What follows belongs to an exercise in optimizing a design on an open flow for small area, a short achievable clock period and few clock cycles per item; a production flow would make more cautious choices. The RTL was checked by simulation tests, not by an equivalence proof against the original design. Power and IR drop assume default switching activity.

==> flow/design.v (outline; a module is shown in full before it is edited, if it fits) <==
// module control_fsm: 46 lines
// module processing_unit: 416 lines
// module max_pooling_layer_26x26: 10 lines
// module dense_rom: 1460 lines
// module dense_layer: 236 lines
// module cnn_top: 48 lines
module cnn_top(
    input clk,
    input reset,
    input start,
    output [9:0] img_addr,
    input  [7:0] img_pixel,
    output reg prediction,
    output reg done,
    output signed [31:0] score0,
    output signed [31:0] score1
);
  // ...
==> flow/flow/run.sh <==
#!/bin/bash
# The standard layout (standard.sh) with these make settings:
#  - timing repair aimed below the clock period: the resizer works on every
#    path with less than 11.7 ns of slack at the design's 16 ns clock;
#  - a clock tree without dummy loads: clkbuf_16 buffers, clusters of up to 24 sinks;
#  - half-adder cells added to the platform's don't-use list, so synthesis
#    extracts only full adders.
# Full tool output goes to standard.log (and ORFS's logs under orfs/logs).
bash standard.sh SETUP_SLACK_MARGIN=11.7 \
  "CTS_ARGS=-sink_clustering_enable -repair_clock_nets -dont_use_dummy_load -buf_list sky130_fd_sc_hd__clkbuf_16 -root_buf sky130_fd_sc_hd__clkbuf_16 -sink_clustering_size 24 -sink_clustering_max_diameter 80" \
  "DONT_USE_CELLS=sky130_fd_sc_hd__probe_p_8 sky130_fd_sc_hd__probec_p_8 sky130_fd_sc_hd__lpflow_bleeder_1 sky130_fd_sc_hd__lpflow_clkbufkapwr_1 sky130_fd_sc_hd__lpflow_clkbufkapwr_16 sky130_fd_sc_hd__lpflow_clkbufkapwr_2 sky130_fd_sc_hd__lpflow_clkbufkapwr_4 sky130_fd_sc_hd__lpflow_clkbufkapwr_8 sky130_fd_sc_hd__lpflow_clkinvkapwr_1 sky130_fd_sc_hd__lpflow_clkinvkapwr_16 sky130_fd_sc_hd__lpflow_clkinvkapwr_2 sky130_fd_sc_hd__lpflow_clkinvkapwr_4 sky130_fd_sc_hd__lpflow_clkinvkapwr_8 sky130_fd_sc_hd__lpflow_decapkapwr_12 sky130_fd_sc_hd__lpflow_decapkapwr_3 sky130_fd_sc_hd__lpflow_decapkapwr_4 sky130_fd_sc_hd__lpflow_decapkapwr_6 sky130_fd_sc_hd__lpflow_decapkapwr_8 sky130_fd_sc_hd__lpflow_inputiso0n_1 sky130_fd_sc_hd__lpflow_inputiso0p_1 sky130_fd_sc_hd__lpflow_inputiso1n_1 sky130_fd_sc_hd__lpflow_inputiso1p_1 sky130_fd_sc_hd__lpflow_inputisolatch_1 sky130_fd_sc_hd__lpflow_isobufsrc_1 sky130_fd_sc_hd__lpflow_isobufsrc_16 sky130_fd_sc_hd__lpflow_isobufsrc_2 sky130_fd_sc_hd__lpflow_isobufsrc_4 sky130_fd_sc_hd__lpflow_isobufsrc_8 sky130_fd_sc_hd__lpflow_isobufsrckapwr_16 sky130_fd_sc_hd__lpflow_lsbuf_lh_hl_isowell_tap_1 sky130_fd_sc_hd__lpflow_lsbuf_lh_hl_isowell_tap_2 sky130_fd_sc_hd__lpflow_lsbuf_lh_hl_isowell_tap_4 sky130_fd_sc_hd__lpflow_lsbuf_lh_isowell_4 sky130_fd_sc_hd__lpflow_lsbuf_lh_isowell_tap_1 sky130_fd_sc_hd__lpflow_lsbuf_lh_isowell_tap_2 sky130_fd_sc_hd__lpflow_lsbuf_lh_isowell_tap_4 sky130_fd_sc_hd__ha_1 sky130_fd_sc_hd__ha_2 sky130_fd_sc_hd__ha_4" \
  finish > standard.log 2>&1
==> flow/standard.sh <==
#!/bin/bash
# synth_recipe.tcl (not shown) runs the flow's synth.tcl, then flattens the netlist and writes it again
# the make line also repeats each setting of config.mk as NAME=value (left out here)
make -C /OpenROAD-flow-scripts/flow DESIGN_CONFIG=/design/flow/config.mk WORK_HOME=/design/flow/orfs CLKGATE_MAP_FILE= SYNTH_SCRIPT=/design/flow/synth_recipe.tcl "${@:-finish}"
==> flow/config.mk <==
export PLATFORM = sky130hd
export DESIGN_NAME = cnn_top
export DESIGN_NICKNAME = cnn_top
export VERILOG_FILES = /design/flow/design.v
export SDC_FILE = /design/flow/constraint.sdc
export NUM_CORES = 8
export LEC_CHECK = 0
export ABC_AREA = 1
export CAP_MARGIN = 20
export CORE_MARGIN = 2
export CORE_UTILIZATION = 30
export PLACE_DENSITY = 0.5
export SLEW_MARGIN = 20
export SYNTH_MEMORY_MAX_BITS = 65536
==> flow/constraint.sdc <==
create_clock -name core_clock -period 16.0 [get_ports {clk}]
set_input_delay 3.2000 -clock core_clock [delete_from_list [all_inputs] [get_ports {clk}]]
set_output_delay 3.2000 -clock core_clock [all_outputs]
set_load 0.01 [all_outputs]
==> results by group, run 1 <==
Status
  • Status: timing/DRC/antenna clean

STA
  • Fmax: roughly 230 MHz
  • Final setup fails: 0
  • Max-slew violation count: 0
  • RSZ-0062 raised after global routing: yes
  • Worst-margin pin slew: 911 ps

Drt
  • DRT antenna net count: 0
  • DR WL met3: 5.48 mm
  • Highest routed metal layer: met4
  • Average wire per cell in the routed design: 23.1 microns
  • Met2 WL: 36.0 mm
  • Starting DRC count in detailed routing: approximately 1.3k

Power and ir drop
  • Max VDD drop: approximately 94 uV
  • Comb. pwr: about 1.8 mW
  • Static Leak: 11.2 nW
  • Pwr/cell area: about 160 nW/um^2

Clock network
  • Post-CTS Resized: roughly 410
  • H-tree lvl count: 1
  • CTS clk-pin slew, worst paths: 90 ps

Global route
  • Largest net degree at the start of global routing: 61
  • GR Util met3: 3.80%
  • GRT overflow: 0

Worst setup path
  • Reg2reg setup slack: 11960 ps
  • CP Cell Sequence: buf_2
  • Worst R2R End: CONV.pc[9]$_DFF_P_

Floorplanning
  • Top Ports: 87
  • # Taps: 940
  • Core Rows: 97

Layout
  • Inverters: around 480
  • Share of cells above drive strength 1: 11.9%
  • Sequential cell count: 419
  • Reg with most FFs: CONV.d
  • Number of diodes: 0
  • Post-route cell area: 24200 sq um

Min path
  • Worst Hold Path Cells: 0
  • Worst hold path class: flip-flop to flip-flop

Yosys
  • Top cells by area, synth: dfxtp_1 36%, fa_1 17%, inv_1 8.2%
  • Top-count cell post-synth: inv_1
Testbench counts, summed over its fixed seeds: cycles 32,832, items 36.
==> run 2, diff against run 1 <==
==> flow/flow/run.sh (replaced) <==
#!/bin/bash
# The standard layout (standard.sh) with these make settings:
#  - timing repair aimed below the clock period: the resizer works on every
#    path with less than 11.8 ns of slack at the design's 16 ns clock;
#  - a clock tree without dummy loads: clkbuf_8 buffers, clusters of up to 18 sinks;
#  - half-adder cells added to the platform's don't-use list, so synthesis
#    extracts only full adders.
# Full tool output goes to standard.log (and ORFS's logs under orfs/logs).
bash standard.sh SETUP_SLACK_MARGIN=11.8 \
  "CTS_ARGS=-sink_clustering_enable -repair_clock_nets -dont_use_dummy_load -buf_list sky130_fd_sc_hd__clkbuf_8 -root_buf sky130_fd_sc_hd__clkbuf_16 -sink_clustering_size 18 -sink_clustering_max_diameter 60" \
  "DONT_USE_CELLS=sky130_fd_sc_hd__probe_p_8 sky130_fd_sc_hd__probec_p_8 sky130_fd_sc_hd__lpflow_bleeder_1 sky130_fd_sc_hd__lpflow_clkbufkapwr_1 sky130_fd_sc_hd__lpflow_clkbufkapwr_16 sky130_fd_sc_hd__lpflow_clkbufkapwr_2 sky130_fd_sc_hd__lpflow_clkbufkapwr_4 sky130_fd_sc_hd__lpflow_clkbufkapwr_8 sky130_fd_sc_hd__lpflow_clkinvkapwr_1 sky130_fd_sc_hd__lpflow_clkinvkapwr_16 sky130_fd_sc_hd__lpflow_clkinvkapwr_2 sky130_fd_sc_hd__lpflow_clkinvkapwr_4 sky130_fd_sc_hd__lpflow_clkinvkapwr_8 sky130_fd_sc_hd__lpflow_decapkapwr_12 sky130_fd_sc_hd__lpflow_decapkapwr_3 sky130_fd_sc_hd__lpflow_decapkapwr_4 sky130_fd_sc_hd__lpflow_decapkapwr_6 sky130_fd_sc_hd__lpflow_decapkapwr_8 sky130_fd_sc_hd__lpflow_inputiso0n_1 sky130_fd_sc_hd__lpflow_inputiso0p_1 sky130_fd_sc_hd__lpflow_inputiso1n_1 sky130_fd_sc_hd__lpflow_inputiso1p_1 sky130_fd_sc_hd__lpflow_inputisolatch_1 sky130_fd_sc_hd__lpflow_isobufsrc_1 sky130_fd_sc_hd__lpflow_isobufsrc_16 sky130_fd_sc_hd__lpflow_isobufsrc_2 sky130_fd_sc_hd__lpflow_isobufsrc_4 sky130_fd_sc_hd__lpflow_isobufsrc_8 sky130_fd_sc_hd__lpflow_isobufsrckapwr_16 sky130_fd_sc_hd__lpflow_lsbuf_lh_hl_isowell_tap_1 sky130_fd_sc_hd__lpflow_lsbuf_lh_hl_isowell_tap_2 sky130_fd_sc_hd__lpflow_lsbuf_lh_hl_isowell_tap_4 sky130_fd_sc_hd__lpflow_lsbuf_lh_isowell_4 sky130_fd_sc_hd__lpflow_lsbuf_lh_isowell_tap_1 sky130_fd_sc_hd__lpflow_lsbuf_lh_isowell_tap_2 sky130_fd_sc_hd__lpflow_lsbuf_lh_isowell_tap_4 sky130_fd_sc_hd__ha_1 sky130_fd_sc_hd__ha_2 sky130_fd_sc_hd__ha_4" \
  finish > standard.log 2>&1
==> run 2 against run 1 <==
  * Flip-flop and latch count unchanged
  * Utilization increased by 0.49 points
  * Die area did not move
  * Power rose by 2.0%
  * Setup slack improved by 57 ps
  * Non-clock buffer count rose by 16
  * Sequential share of layout area decreased by 0.49 points
  * Worst hold slack got worse by 12 ps
  * Cell area is 1.4% higher
  * Critical endpoint unchanged
  * Highest routed layer unchanged
  * Synthesized cell count stayed put
  * Global-route usage is 0.25 points higher
  * Clock power is 6.1% lower
==> results by group, run 2 <==
Status
  • Status: timing/DRC/antenna clean (unchanged)

Yosys
  • Post-synthesis async set-or-reset flop share: 5.73% (unchanged)
  • Synth Cell Area: 21400 sq um (unchanged)
  • Syn nets: 2697 (unchanged)
  • FF+latch count, synth: 419 (unchanged)
  • Top cells by area, synth: dfxtp_1 36%, fa_1 17%, inv_1 8.2% (unchanged)
  • Largest area contributor in the netlist: dfxtp_1 (unchanged)
  • Synth cell types: 63 (unchanged)
  • Top-count cell post-synth: inv_1 (unchanged)
  • Mean post-synth cell area: 8.54 sq um (unchanged)
  • Post-synth EDFFs: 16 (unchanged)
  • Yosys warnings: 6 (unchanged)
  • Primary FF master, synth: dfxtp_1 (unchanged)
  • Post-synth top area share: 35.5% (unchanged)
  • Share of the yosys chip area belonging to registers: 40.6% (unchanged)
  • Synth cell count leaders: 467 x inv_1, 383 x nand2_1, 379 x dfxtp_1 (unchanged)
  • Synth Instances: 2500 (unchanged)

STA
  • Fmax: 233 MHz (was 230 MHz)
  • Max-slew violation count: 0 (unchanged)
  • Period Utilization, post-route: 26.8% (was 27.2%)
  • Final setup TNS: 0 ps (unchanged)
  • Period minus WS final: 4290 ps (was 4340 ps)
  • Final setup fails: 0 (unchanged)
  • RSZ-0062 raised after global routing: yes (unchanged)
  • Final Skew: 66.9 ps (was 70.6 ps)
  • Worst-margin pin slew: 902 ps (was 911 ps)
  • Final hold violation count: 0 (unchanged)
  • Slew headroom: 39.2% (was 38.6%)

Layout
  • Layout Nets: 2849 (was 2821)
  • Max reg flops: 224 (unchanged)
  • Layout area overhead: 15.2% (was 13.6%)
  • Reg with most FFs: CONV.d (unchanged)
  • Final Core Density: 35.0% (was 34.5%)
  • Number of diodes: 0 (unchanged)
  • Share of cells above drive strength 1: 13.1% (was 11.9%)
  • Largest regs: CONV.d (224), DENSE.acc0 (28), DENSE.acc1 (28) (unchanged)
  • Non-filler cells, final: 3590 (was 3562)
  • Most frequent cells in the layout: 466 x inv_1, 381 x nand2_1, 312 x dfxtp_1 (was 466 x inv_1, 382 x nand2_1, 313 x dfxtp_1)
  • Most common cell after layout, fill and taps aside: inv_1 (unchanged)

Worst setup path
  • Slowest-stage cell, CP: dfrtp_1 (unchanged)
  • CP bufs+invs: 1 (unchanged)
  • Stages on worst setup path: 1 (unchanged)
  • Cell family with most CP delay: flip-flops (unchanged)
  • Reg2Reg Launch Point: SEQ.en$_DFF_P_ (unchanged)
  • Reg2Reg Depth: 9 (unchanged)
  • CP Cell Sequence: buf_2 (unchanged)
  • Worst Path Required: 12800 ps (about the same)
  • Slowest stage delay, CP: 420 ps (about the same)
  • WP data arrival: 1090 ps (was 1140 ps)
  • Worst-path maximum fanout: 2 (unchanged)
  • Crit end category: primary output (unchanged)
  • Worst R2R End: CONV.pc[9]$_DFF_P_ (unchanged)
  • Reg2reg setup slack: 12000 ps (was 11960 ps)
  • CP startpoint kind: flip-flop (unchanged)
  • Worst Setup SP: SEQ.addr[4]$_DFF_PP0_ (unchanged)
  • Crit Path Category: flip-flop to primary output (unchanged)
  • Worst Setup EP: img_addr[4] (unchanged)

Global route
  • Initial antenna violation count: 2 (unchanged)
  • Largest net degree at the start of global routing: 61 (unchanged)
  • Total track usage: 22.6% (was 22.4%)
  • Global-route wire length before repair: 122 mm (about the same)
  • GRT overflow: 0 (unchanged)
  • Vias in the first global route: 18.3k (was 18.1k)

Drt
  • DRT antenna net count: 0 (unchanged)
  • Routed WL: 82.7 mm (was 82.1 mm)
  • Starting DRC count in detailed routing: 1399 (was 1325)
  • Vias: 17.6k (was 17.4k)
  • Residual DRC: 0 (unchanged)
  • First-pass iteration count of the detailed router: 5 (unchanged)
  • Average wire per cell in the routed design: 23.0 microns (was 23.1 microns)
  • Post-DR vias/cell: 4.90 (was 4.89)

Power and ir drop
  • Cell Int Power: 2.36 mW (was 2.33 mW)
  • Seq pwr share: 35.8% (was 36.4%)
  • Pwr/cell area: 160 nW/um^2 (was 159 nW/um^2)
  • Net Sw Frac: 40.0% (was 39.5%)
  • Max VDD drop: 99.4 uV (was 94.4 uV)
  • Static Leak: 11.3 nW (was 11.2 nW)
  • Logic pwr share: 49.4% (was 47.6%)
  • P_sw: 1.57 mW (was 1.52 mW)
  • Clock power frac: 14.8% (was 16.0%)

Clock network
  • Clk sinks: 419 (unchanged)
  • Root buffer cell: clkbuf_16 (unchanged)
  • CTS tree: done (unchanged)
  • CTS clk-pin slew, worst paths: 100 ps (was 90 ps)
  • Cts hold-fix bufs: 0 (unchanged)
  • Worst-Skew Late Latency: 540 ps (was 580 ps)
  • H-tree lvl count: 2 (was 1)
  • Clk buf depth: 3 (unchanged)
  • CTS buffer count: 38 (was 26)

Floorplanning
  • Die area: 73300 sq um (unchanged)
  • Core Rows: 97 (unchanged)
  • Die width: 271 microns (unchanged)
  • Core Area: 70300 sq um (unchanged)
  • Top Ports: 87 (unchanged)
  • Chip Height: 271 microns (unchanged)
  • Starting density of the core: 30.4% (unchanged)

Placement
  • Cell total after placement: 3484 (unchanged)
  • GP Congestion: 1.06 (unchanged)
  • Port bufs: 86 (unchanged)
  • Post-DP HPWL: 63.8 mm (unchanged)

Min path
  • Worst hold path class: flip-flop to flip-flop (unchanged)

Job
  • Max Cap Viol: 0 (unchanged)
run 2: layer usage:
metal,track usage [%],routed length [microns],vias up
met2,35.4,36200,681
met1,30.7,37300,8620
met3,4.35,5530,206
li1,-,-,8088
met5,0,0,-
met4,8.93,3670,0
run 2: worst min-delay path by stage:
stage	startpoint	to	slack, ps	cells after the start
after floorplan	CONV.d[9][0]$_DFF_P_	CONV.d[10][0]$_DFF_P_	310	0
after global placement	CONV.d[1][1]$_DFF_P_	CONV.d[2][1]$_DFF_P_	310	0
after detailed placement	CONV.d[19][0]$_DFF_P_	CONV.d[20][0]$_DFF_P_	310	0
after CTS	CONV.d[13][0]$_DFF_P_	CONV.d[14][0]$_DFF_P_	270	0
after global routing	CONV.d[13][0]$_DFF_P_	CONV.d[14][0]$_DFF_P_	270	0
final	CONV.d[13][0]$_DFF_P_	CONV.d[14][0]$_DFF_P_	270	0
run 2: cells by family (layout without fill, tap and decap cells):
family | count (synthesis) | count (layout) | synth area share, %
AND/OR/NAND/NOR | 881 | 881 | 17.4
buffers and inverters | 553 | 703 | 10.1
flip-flops | 419 | 419 | 40.6
AO/OA/AOI/OAI | 361 | 361 | 10.2
adder cells (fa/ha/maj) | 187 | 187 | 17.5
XOR/XNOR | 91 | 91 | 3.73
multiplexers | 8 | 8 | 0.393
run 2: final cells by class:
class,instances,area (sq um)
Timing Repair Buffer,183,1670
Fill cell,7298,45700
Inverter,482,1810
Sequential cell,419,8790
Tap cell,940,1180
Multi-Input combinational cell,1528,10600
Clock buffer,38,579
run 2: repair_timing:
item / 4_1_cts / 5_1_grt
resized for setup: 464 / 21
buffers inserted: 57 / 11
endpoints found under the setup margin: 79 / 89
run 2: power groups by stage:
stage	combinational [mW]	clock (mW)	sequential (mW)
global route	2.26	0.653	1.44
global placement	1.77	0	1.43
floorplan	1.33	0	1.41
finish	1.94	0.581	1.41
detailed placement	1.80	0	1.43
CTS	1.90	0.613	1.41
run 2: metrics by stage:
step                total power [mW]  instance area, sq um  hold WS [ps]  setup WS, ps
floorplan                       2.74                 21400           310         12100
global placement                3.20                 23300           311         11370
detailed placement              3.23                 23300           312         11310
CTS                             3.93                 24400           269         11660
global route                    4.35                 24600           275         11670
finish                          3.93                 24600           266         11710
run 2: worst reg2reg max path: stages, from the launching register on:
cell and delay (ps):
dfxtp_1 390, buf_4 360, mux2i_1 730, fa_1 550, fa_1 390, fa_1 500
inv_1 50, fa_1 490, inv_1 50, fa_1 420
==> run 3, diff against run 2 <==
==> flow/flow/run.sh (replaced) <==
#!/bin/bash
# The standard layout (standard.sh) with these make settings:
#  - timing repair aimed below the clock period: the resizer works on every
#    path with less than 11.9 ns of slack at the design's 16 ns clock;
#  - a clock tree without dummy loads: clkbuf_8 buffers, clusters of up to 18 sinks;
#  - half-adder cells added to the platform's don't-use list, so synthesis
#    extracts only full adders.
# Full tool output goes to standard.log (and ORFS's logs under orfs/logs).
bash standard.sh SETUP_SLACK_MARGIN=11.9 \
  "CTS_ARGS=-sink_clustering_enable -repair_clock_nets -dont_use_dummy_load -buf_list sky130_fd_sc_hd__clkbuf_8 -root_buf sky130_fd_sc_hd__clkbuf_16 -sink_clustering_size 18 -sink_clustering_max_diameter 60" \
  "DONT_USE_CELLS=sky130_fd_sc_hd__probe_p_8 sky130_fd_sc_hd__probec_p_8 sky130_fd_sc_hd__lpflow_bleeder_1 sky130_fd_sc_hd__lpflow_clkbufkapwr_1 sky130_fd_sc_hd__lpflow_clkbufkapwr_16 sky130_fd_sc_hd__lpflow_clkbufkapwr_2 sky130_fd_sc_hd__lpflow_clkbufkapwr_4 sky130_fd_sc_hd__lpflow_clkbufkapwr_8 sky130_fd_sc_hd__lpflow_clkinvkapwr_1 sky130_fd_sc_hd__lpflow_clkinvkapwr_16 sky130_fd_sc_hd__lpflow_clkinvkapwr_2 sky130_fd_sc_hd__lpflow_clkinvkapwr_4 sky130_fd_sc_hd__lpflow_clkinvkapwr_8 sky130_fd_sc_hd__lpflow_decapkapwr_12 sky130_fd_sc_hd__lpflow_decapkapwr_3 sky130_fd_sc_hd__lpflow_decapkapwr_4 sky130_fd_sc_hd__lpflow_decapkapwr_6 sky130_fd_sc_hd__lpflow_decapkapwr_8 sky130_fd_sc_hd__lpflow_inputiso0n_1 sky130_fd_sc_hd__lpflow_inputiso0p_1 sky130_fd_sc_hd__lpflow_inputiso1n_1 sky130_fd_sc_hd__lpflow_inputiso1p_1 sky130_fd_sc_hd__lpflow_inputisolatch_1 sky130_fd_sc_hd__lpflow_isobufsrc_1 sky130_fd_sc_hd__lpflow_isobufsrc_16 sky130_fd_sc_hd__lpflow_isobufsrc_2 sky130_fd_sc_hd__lpflow_isobufsrc_4 sky130_fd_sc_hd__lpflow_isobufsrc_8 sky130_fd_sc_hd__lpflow_isobufsrckapwr_16 sky130_fd_sc_hd__lpflow_lsbuf_lh_hl_isowell_tap_1 sky130_fd_sc_hd__lpflow_lsbuf_lh_hl_isowell_tap_2 sky130_fd_sc_hd__lpflow_lsbuf_lh_hl_isowell_tap_4 sky130_fd_sc_hd__lpflow_lsbuf_lh_isowell_4 sky130_fd_sc_hd__lpflow_lsbuf_lh_isowell_tap_1 sky130_fd_sc_hd__lpflow_lsbuf_lh_isowell_tap_2 sky130_fd_sc_hd__lpflow_lsbuf_lh_isowell_tap_4 sky130_fd_sc_hd__ha_1 sky130_fd_sc_hd__ha_2 sky130_fd_sc_hd__ha_4" \
  finish > standard.log 2>&1
==> run 3 against run 2 <==
  * Still clean on timing, DRC and antenna
  * Clock power hardly changed
  * Global-route usage hardly changed
  * Area after synthesis stayed put
  * Cell area is 0.58% higher
  * Highest routed layer unchanged
==> results by group, run 3 <==
Status
  • Status: timing/DRC/antenna clean (unchanged)

Power and ir drop
  • Logic pwr share: 49.9% (was 49.4%)
  • P_sw: 1.59 mW (was 1.57 mW)
  • Cell Int Power: 2.38 mW (was 2.36 mW)
  • Seq pwr share: 35.5% (was 35.8%)
  • Static Leak: 11.4 nW (was 11.3 nW)
  • Power Total: 3.97 mW (was 3.93 mW)
  • Net Sw Frac: 40.0% (about the same)
  • Max VDD drop: 99.3 uV (was 99.4 uV)
  • Clock power frac: 14.6% (was 14.8%)
  • Pwr/cell area: 161 nW/um^2 (was 160 nW/um^2)

STA
  • Period minus WS final: 4290 ps (about the same)
  • Final setup TNS: 0 ps (unchanged)
  • RSZ-0062 raised after global routing: yes (unchanged)
  • Period Utilization, post-route: 26.8% (about the same)
  • Final Skew: 66.4 ps (was 66.9 ps)
  • Final setup margin: 11710 ps (about the same)
  • Final hold violation count: 0 (unchanged)
  • Slew headroom: 39.4% (was 39.2%)
  • Final setup fails: 0 (unchanged)
  • Fmax: 233 MHz (about the same)
  • Max-slew violation count: 0 (unchanged)
  • Worst-margin pin slew: 899 ps (was 902 ps)

Worst setup path
  • Worst-path maximum fanout: 2 (unchanged)
  • Stages on worst setup path: 1 (unchanged)
  • CP bufs+invs: 1 (unchanged)
  • Crit Path Category: flip-flop to primary output (unchanged)
  • Slowest-stage cell, CP: dfrtp_1 (unchanged)
  • Crit end category: primary output (unchanged)
  • Reg2Reg Depth: 19 (was 9)
  • WP data arrival: 1090 ps (about the same)
  • Cell family with most CP delay: flip-flops (unchanged)
  • CP startpoint kind: flip-flop (unchanged)
  • Worst Path Required: 12800 ps (about the same)
  • CP Cell Sequence: buf_2 (unchanged)
  • Slowest stage delay, CP: 420 ps (about the same)

Layout
  • Fillers: 7286 (was 7298)
  • Final Core Density: 35.2% (was 35.0%)
  • Share of cells above drive strength 1: 14.0% (was 13.1%)
  • Non-filler cells, final: 3604 (was 3590)
  • Layout area overhead: 15.8% (was 15.2%)
  • Reg with most FFs: CONV.d (unchanged)
  • Most frequent cells in the layout: 462 x inv_1, 381 x nand2_1, 308 x dfxtp_1 (was 466 x inv_1, 381 x nand2_1, 312 x dfxtp_1)
  • Number of diodes: 0 (unchanged)
  • Max reg flops: 224 (unchanged)
  • Largest regs: CONV.d (224), DENSE.acc0 (28), DENSE.acc1 (28) (unchanged)
  • Most common cell after layout, fill and taps aside: inv_1 (unchanged)
  • Layout Nets: 2863 (was 2849)

Clock network
  • CTS clk-pin slew, worst paths: 100 ps (about the same)
  • H-tree lvl count: 2 (unchanged)
  • CTS buffer count: 38 (unchanged)
  • Root buffer cell: clkbuf_16 (unchanged)
  • CTS tree: done (unchanged)
  • Worst-Skew Late Latency: 540 ps (about the same)
  • Clk sinks: 419 (unchanged)
  • Clk buf depth: 3 (unchanged)

Yosys
  • Post-synth EDFFs: 16 (unchanged)
  • Post-synth top area share: 35.5% (unchanged)
  • Synth cell count leaders: 467 x inv_1, 383 x nand2_1, 379 x dfxtp_1 (unchanged)
  • Synth Cell Area: 21400 sq um (unchanged)
  • Post-synthesis async set-or-reset flop share: 5.73% (unchanged)
  • Top cells by area, synth: dfxtp_1 36%, fa_1 17%, inv_1 8.2% (unchanged)
  • Synth Instances: 2500 (unchanged)
  • Yosys warnings: 6 (unchanged)
  • Mean post-synth cell area: 8.54 sq um (unchanged)
  • Largest area contributor in the netlist: dfxtp_1 (unchanged)
  • Primary FF master, synth: dfxtp_1 (unchanged)
  • Top-count cell post-synth: inv_1 (unchanged)
  • Synth cell types: 63 (unchanged)
  • Syn nets: 2697 (unchanged)
  • FF+latch count, synth: 419 (unchanged)
  • Share of the yosys chip area belonging to registers: 40.6% (unchanged)

Placement
  • GP Congestion: 1.06 (unchanged)
  • Cell total after placement: 3484 (unchanged)
  • Port bufs: 86 (unchanged)
  • Post-DP HPWL: 63.8 mm (unchanged)
  • Dpl ws: 11310 ps (unchanged)

Global route
  • GRT overflow: 0 (unchanged)
  • Vias in the first global route: 18.3k (about the same)
  • Met1 usage: 30.7% (about the same)
  • Total track usage: 22.6% (about the same)
  • Top Usage Layer GRT: met2 (unchanged)
  • GR Util met3: 4.35% (unchanged)
  • Met2 GRT Util: 35.4% (about the same)
  • Global-route wire length before repair: 122 mm (about the same)
  • Largest net degree at the start of global routing: 61 (unchanged)
  • Initial antenna violation count: 2 (unchanged)

Job
  • Max Cap Viol: 0 (unchanged)

Min path
  • Worst hold path class: flip-flop to flip-flop (unchanged)
  • Worst Hold Path Cells: 0 (unchanged)

Floorplanning
  • Core Area: 70300 sq um (unchanged)
  • Die width: 271 microns (unchanged)
  • Die area: 73300 sq um (unchanged)
  • Top Ports: 87 (unchanged)
  • Core Rows: 97 (unchanged)
  • Chip Height: 271 microns (unchanged)
  • Starting density of the core: 30.4% (unchanged)

Drt
  • Average wire per cell in the routed design: 23.1 microns (was 23.0 microns)
  • Vias: 17.6k (about the same)
  • Post-DR vias/cell: 4.88 (was 4.90)
  • Starting DRC count in detailed routing: 1444 (was 1399)
  • First-pass iteration count of the detailed router: 5 (unchanged)
  • DRT antenna net count: 0 (unchanged)
  • Routed WL: 83.3 mm (was 82.7 mm)
  • Residual DRC: 0 (unchanged)
## run 3: cell counts after synthesis
No cell type changed its count.
## run 3: logic make-up after synthesis
| family | synth area share, % |
|---|---|
| flip-flops | 40.6 |
| AND/OR/NAND/NOR | 17.4 |
| multiplexers | 0.393 |
| adder cells (fa/ha/maj) | 17.5 |
| AO/OA/AOI/OAI | 10.2 |
| buffers and inverters | 10.1 |
| XOR/XNOR | 3.73 |
## run 3: metal layers
| layer | part of all wire (%) | vias up | wire length, microns |
|---|---|---|---|
| met4 | 4.3 | 0 | 3600 |
| li1 | - | 8116 | - |
| met3 | 6.2 | 192 | 5180 |
| met5 | 0 | - | 0 |
| met1 | 45 | 8656 | 37800 |
| met2 | 44 | 621 | 36600 |
## run 3: repair_timing
action                                  4_1_cts  5_1_grt
buffers inserted                             57       22
hold buffers                                  0        0
resized for setup                           474       25
pin swaps                                     0        4
cloned                                        0        3
endpoints found under the setup margin       83       92
## run 3: metrics by stage
stage	cell area (sq um)	hold WS, ps
after floorplan	21400	310
after global placement	23300	311
after detailed placement	23300	312
after CTS	24500	269
after global routing	24700	275
final	24700	266
## run 3: area by class of cell
| class | instances | area (sq um) | share of cell area [%] |
|---|---|---|---|
| repair buffers | 194 | 1750 | 7.07 |
| multi-input cells | 1528 | 10600 | 42.8 |
| inverters | 482 | 1830 | 7.39 |
| clock buffers | 38 | 579 | 2.34 |
| flip-flops and latches | 419 | 8800 | 35.6 |
| repair inverters | 3 | 15.0 | 0.0607 |
| well taps | 940 | 1180 | 4.76 |
## run 3: power groups by stage
stage | Sequential (mW) | Clock, mW | Combinational (mW)
finish | 1.41 | 0.580 | 1.98
global route | 1.44 | 0.653 | 2.30
CTS | 1.41 | 0.613 | 1.91
detailed placement | 1.43 | 0 | 1.80
global placement | 1.43 | 0 | 1.77
floorplan | 1.41 | 0 | 1.33
## run 3: final timing paths
path	startpoint	endpoint	slack, ps
max reg2reg	CONV.d[0][3]$_DFF_P_	CONV.conv[14]$_DFF_P_	12030
min	CONV.d[13][0]$_DFF_P_	CONV.d[14][0]$_DFF_P_	270
min reg2reg	CONV.d[13][0]$_DFF_P_	CONV.d[14][0]$_DFF_P_	270
min in group asynchronous	reset	SEQ.addr[1]$_DFF_PP0_	3100
max in group asynchronous	reset	SEQ.addr[5]$_DFF_PP0_	12430
max	SEQ.addr[4]$_DFF_PP0_	img_addr[4]	11710
==> run 4, diff against run 3 <==
==> flow/flow/run.sh (replaced) <==
#!/bin/bash
# The standard layout (standard.sh) with these make settings:
#  - timing repair aimed below the clock period: the resizer works on every
#    path with less than 11.7 ns of slack at the design's 16 ns clock;
#  - a clock tree without dummy loads: clkbuf_8 buffers, clusters of up to 18 sinks;
#  - half-adder cells added to the platform's don't-use list, so synthesis
#    extracts only full adders.
# Full tool output goes to standard.log (and ORFS's logs under orfs/logs).
bash standard.sh SETUP_SLACK_MARGIN=11.7 \
  "CTS_ARGS=-sink_clustering_enable -repair_clock_nets -dont_use_dummy_load -buf_list sky130_fd_sc_hd__clkbuf_8 -root_buf sky130_fd_sc_hd__clkbuf_16 -sink_clustering_size 18 -sink_clustering_max_diameter 60" \
  "DONT_USE_CELLS=sky130_fd_sc_hd__probe_p_8 sky130_fd_sc_hd__probec_p_8 sky130_fd_sc_hd__lpflow_bleeder_1 sky130_fd_sc_hd__lpflow_clkbufkapwr_1 sky130_fd_sc_hd__lpflow_clkbufkapwr_16 sky130_fd_sc_hd__lpflow_clkbufkapwr_2 sky130_fd_sc_hd__lpflow_clkbufkapwr_4 sky130_fd_sc_hd__lpflow_clkbufkapwr_8 sky130_fd_sc_hd__lpflow_clkinvkapwr_1 sky130_fd_sc_hd__lpflow_clkinvkapwr_16 sky130_fd_sc_hd__lpflow_clkinvkapwr_2 sky130_fd_sc_hd__lpflow_clkinvkapwr_4 sky130_fd_sc_hd__lpflow_clkinvkapwr_8 sky130_fd_sc_hd__lpflow_decapkapwr_12 sky130_fd_sc_hd__lpflow_decapkapwr_3 sky130_fd_sc_hd__lpflow_decapkapwr_4 sky130_fd_sc_hd__lpflow_decapkapwr_6 sky130_fd_sc_hd__lpflow_decapkapwr_8 sky130_fd_sc_hd__lpflow_inputiso0n_1 sky130_fd_sc_hd__lpflow_inputiso0p_1 sky130_fd_sc_hd__lpflow_inputiso1n_1 sky130_fd_sc_hd__lpflow_inputiso1p_1 sky130_fd_sc_hd__lpflow_inputisolatch_1 sky130_fd_sc_hd__lpflow_isobufsrc_1 sky130_fd_sc_hd__lpflow_isobufsrc_16 sky130_fd_sc_hd__lpflow_isobufsrc_2 sky130_fd_sc_hd__lpflow_isobufsrc_4 sky130_fd_sc_hd__lpflow_isobufsrc_8 sky130_fd_sc_hd__lpflow_isobufsrckapwr_16 sky130_fd_sc_hd__lpflow_lsbuf_lh_hl_isowell_tap_1 sky130_fd_sc_hd__lpflow_lsbuf_lh_hl_isowell_tap_2 sky130_fd_sc_hd__lpflow_lsbuf_lh_hl_isowell_tap_4 sky130_fd_sc_hd__lpflow_lsbuf_lh_isowell_4 sky130_fd_sc_hd__lpflow_lsbuf_lh_isowell_tap_1 sky130_fd_sc_hd__lpflow_lsbuf_lh_isowell_tap_2 sky130_fd_sc_hd__lpflow_lsbuf_lh_isowell_tap_4 sky130_fd_sc_hd__ha_1 sky130_fd_sc_hd__ha_2 sky130_fd_sc_hd__ha_4" \
  finish > standard.log 2>&1
==> run 4 against run 3 <==
  * Still clean
  * Global-route usage barely moved
  * Clock skew is 5.0 ps lower
  * Area after synthesis did not move
  * Worst hold slack barely moved
  * Sequential share of layout area rose by 0.92 points
  * Critical path depth unchanged
  * Count of clock-buffer cells in the layout did not move
  * First-iteration DRC count is 6.0% lower
  * Largest power group unchanged
  * Highest routed layer unchanged
==> results by group, run 4 <==
Status
  • Status: timing/DRC/antenna clean (unchanged)

Yosys
  • Share of the yosys chip area belonging to registers: 40.6% (unchanged)
  • Top-count cell post-synth: inv_1 (unchanged)
  • Simple-gate share of the synthesized area: 17.4% (unchanged)
  • Post-synthesis compound-gate area fraction: 10.2% (unchanged)
  • Post-synth top area share: 35.5% (unchanged)
  • Synth cell types: 63 (unchanged)
  • Mean post-synth cell area: 8.54 sq um (unchanged)
  • Top cells by area, synth: dfxtp_1 36%, fa_1 17%, inv_1 8.2% (unchanged)
  • Syn nets: 2697 (unchanged)
  • Synth Cell Area: 21400 sq um (unchanged)
  • Primary FF master, synth: dfxtp_1 (unchanged)
  • Largest area contributor in the netlist: dfxtp_1 (unchanged)
  • Largest family of logic cells by synthesized area: adder cells (unchanged)
  • Synth cell count leaders: 467 x inv_1, 383 x nand2_1, 379 x dfxtp_1 (unchanged)
  • Yosys warnings: 6 (unchanged)
  • Post-synthesis adder-cell area fraction: 17.5% (unchanged)
  • Synth Instances: 2500 (unchanged)
  • Post-synthesis mux area share: 0.393% (unchanged)
  • Post-synthesis async set-or-reset flop share: 5.73% (unchanged)
  • Post-synth EDFFs: 16 (unchanged)
  • FF+latch count, synth: 419 (unchanged)
  • Synth Area in XOR/XNOR: 3.73% (unchanged)

Layout
  • Layout Nets: 2831 (was 2863)
  • Max reg flops: 224 (unchanged)
  • Post-route cell area: 24100 sq um (was 24700 sq um)
  • Most frequent cells in the layout: 466 x inv_1, 382 x nand2_1, 313 x dfxtp_1 (was 462 x inv_1, 381 x nand2_1, 308 x dfxtp_1)
  • Number of diodes: 0 (unchanged)
  • Layout area overhead: 12.7% (was 15.8%)
  • Fillers: 7359 (was 7286)
  • Most common cell after layout, fill and taps aside: inv_1 (unchanged)
  • Reg with most FFs: CONV.d (unchanged)
  • Share of cells above drive strength 1: 12.4% (was 14.0%)
  • Largest regs: CONV.d (224), DENSE.acc0 (28), DENSE.acc1 (28) (unchanged)
  • Final Core Density: 34.2% (was 35.2%)

Drt
  • Vias: 17.5k (was 17.6k)
  • Average wire per cell in the routed design: 23.1 microns (about the same)
  • DRT antenna net count: 0 (unchanged)
  • Residual DRC: 0 (unchanged)
  • First-pass iteration count of the detailed router: 5 (unchanged)
  • Starting DRC count in detailed routing: 1357 (was 1444)
  • Post-DR vias/cell: 4.89 (was 4.88)
  • Routed WL: 82.4 mm (was 83.3 mm)

STA
  • Slew headroom: 38.9% (was 39.4%)
  • Worst-margin pin slew: 907 ps (was 899 ps)
  • Final setup fails: 0 (unchanged)
  • Max-slew violation count: 0 (unchanged)
  • Final hold violation count: 0 (unchanged)
  • Period Utilization, post-route: 26.8% (about the same)
  • Fmax: 233 MHz (about the same)
  • Period minus WS final: 4280 ps (was 4290 ps)
  • Final Skew: 61.4 ps (was 66.4 ps)
  • Final setup TNS: 0 ps (unchanged)
  • RSZ-0062 raised after global routing: yes (unchanged)

Power and ir drop
  • Pwr/cell area: 159 nW/um^2 (was 161 nW/um^2)
  • Power Total: 3.83 mW (was 3.97 mW)
  • Static Leak: 11.1 nW (was 11.4 nW)
  • Max VDD drop: 98.3 uV (was 99.3 uV)

Worst setup path
  • Slowest stage delay, CP: 420 ps (about the same)
  • Worst Setup SP: SEQ.addr[4]$_DFF_PP0_ (unchanged)
  • Crit Path Category: flip-flop to primary output (unchanged)
  • Reg2Reg Launch Point: SEQ.i[3]$_DFFE_PP0P_ (was CONV.d[0][3]$_DFF_P_)
  • CP startpoint kind: flip-flop (unchanged)
  • Slowest-stage cell, CP: dfrtp_1 (unchanged)
  • Worst-path maximum fanout: 2 (unchanged)
  • Reg2Reg Depth: 13 (was 19)
  • Cell family with most CP delay: flip-flops (unchanged)
  • Crit end category: primary output (unchanged)
  • CP Cell Sequence: buf_2 (unchanged)
  • Worst Setup EP: img_addr[4] (unchanged)
  • Reg2reg setup slack: 11760 ps (was 12030 ps)
  • WP data arrival: 1080 ps (was 1090 ps)
  • Worst R2R End: DENSE.wr0[5]$_SDFF_PN0_ (was CONV.conv[14]$_DFF_P_)
  • CP bufs+invs: 1 (unchanged)
  • Stages on worst setup path: 1 (unchanged)
  • Worst Path Required: 12800 ps (about the same)

Clock network
  • Clk buf depth: 3 (unchanged)
  • Cts hold-fix bufs: 0 (unchanged)
  • CTS buffer count: 38 (unchanged)
  • CTS tree: done (unchanged)
  • H-tree lvl count: 2 (unchanged)
  • Root buffer cell: clkbuf_16 (unchanged)
  • Clk sinks: 419 (unchanged)
  • CTS clk-pin slew, worst paths: 100 ps (about the same)
  • Worst-Skew Late Latency: 540 ps (about the same)

Global route
  • Total track usage: 22.6% (about the same)
  • Largest net degree at the start of global routing: 61 (unchanged)
  • GRT overflow: 0 (unchanged)
  • Vias in the first global route: 18.3k (about the same)
  • Initial antenna violation count: 2 (unchanged)
  • Global-route wire length before repair: 122 mm (about the same)

Floorplanning
  • Core Area: 70300 sq um (unchanged)
  • Die area: 73300 sq um (unchanged)
  • Top Ports: 87 (unchanged)
  • Die width: 271 microns (unchanged)
  • Chip Height: 271 microns (unchanged)
  • Core Rows: 97 (unchanged)
  • Starting density of the core: 30.4% (unchanged)

Placement
  • Port bufs: 86 (unchanged)
  • GP Congestion: 1.06 (unchanged)
  • Placed cell area: 23300 sq um (unchanged)
  • Post-DP HPWL: 63.8 mm (unchanged)

Min path
  • Worst hold path class: flip-flop to flip-flop (unchanged)

Job
  • Max Cap Viol: 0 (unchanged)
## run 4: repair_timing
item | 4_1_cts | 5_1_grt
gates resized for setup | 382 | 27
endpoints found under the setup margin | 77 | 24
pin swaps | 0 | 0
setup buffers | 47 | 3
## run 4: metrics by stage
| step | std cells | setup slack, ps | hold slack [ps] |
|---|---|---|---|
| 6_report | 3572 | 11720 | 266 |
| 4_1_cts | 3569 | 11620 | 269 |
| 3_3_place_gp | 3484 | 11370 | 311 |
| 5_1_grt | 3572 | 11680 | 275 |
| 2_1_floorplan | 2500 | 12100 | 310 |
| 3_5_place_dp | 3484 | 11310 | 312 |
## run 4: worst min path at each step
stage	start	endpoint	slack, ps	cells after the start
after floorplan	CONV.d[9][0]$_DFF_P_	CONV.d[10][0]$_DFF_P_	310	0
after global placement	CONV.d[1][1]$_DFF_P_	CONV.d[2][1]$_DFF_P_	310	0
after detailed placement	CONV.d[19][0]$_DFF_P_	CONV.d[20][0]$_DFF_P_	310	0
after CTS	CONV.d[13][0]$_DFF_P_	CONV.d[14][0]$_DFF_P_	270	0
after global routing	CONV.d[13][0]$_DFF_P_	CONV.d[14][0]$_DFF_P_	270	0
final	CONV.d[13][0]$_DFF_P_	CONV.d[14][0]$_DFF_P_	270	0
## run 4: routing by layer
metal	part of all wire (%)	up-vias	track usage, %
met5	0	-	0
met4	4.4	0	8.93
met3	6.8	196	4.38
met2	44	675	35.3
met1	45	8553	30.7
li1	-	8048	-
## run 4: logic make-up after synthesis
| family | after synthesis |
|---|---|
| simple gates | 881 |
| buf+inv | 553 |
| flops | 419 |
| compound gates | 361 |
| fa+ha+maj | 187 |
| xor+xnor | 91 |
| mux | 8 |
## run 4: cell type report
cell class	count	area, sq um	area share, %
well taps	940	1180	4.89
multi-input cells	1528	10600	43.9
inverters	482	1810	7.54
repair buffers	165	1140	4.76
flip-flops and latches	419	8780	36.5
clock buffers	38	579	2.41
## run 4: power by group
part	internal, mW	total (mW)	switching [mW]
clock network	0.241	0.579	0.337
logic	0.745	1.85	1.10
registers	1.30	1.40	0.103

==> what the ideal ports hide <==
The results above use ideal ports. As a check the final layouts listed here were re-extracted and re-timed, cells and wires unchanged. Step 1 (the two cells are an assumption about what drives the block):
set clk [get_ports {clk}]
set_driving_cell -lib_cell sky130_fd_sc_hd__clkbuf_16 $clk
set_driving_cell -lib_cell sky130_fd_sc_hd__buf_2 [delete_from_list [all_inputs] $clk]
Step 2 also shifts input and output timing later by t, the mid clock arrival at the registers, as if the neighbouring blocks saw the same clock. a / b / c = ideal / step 1 / step 2; a / b = the first two.
run	t (ns)	setup slack, ns	worst data-port slew with drivers (ns)
run 1	0.599	11.655 / 11.597 / 11.871	0.12
run 2	0.568	11.713 / 11.653 / 11.847	0.13
run 3	0.567	11.714 / 11.654 / 11.847	0.12
run 4	0.567	11.716 / 11.656 / 11.758	0.12
After both steps setup and hold are still met in every run listed.
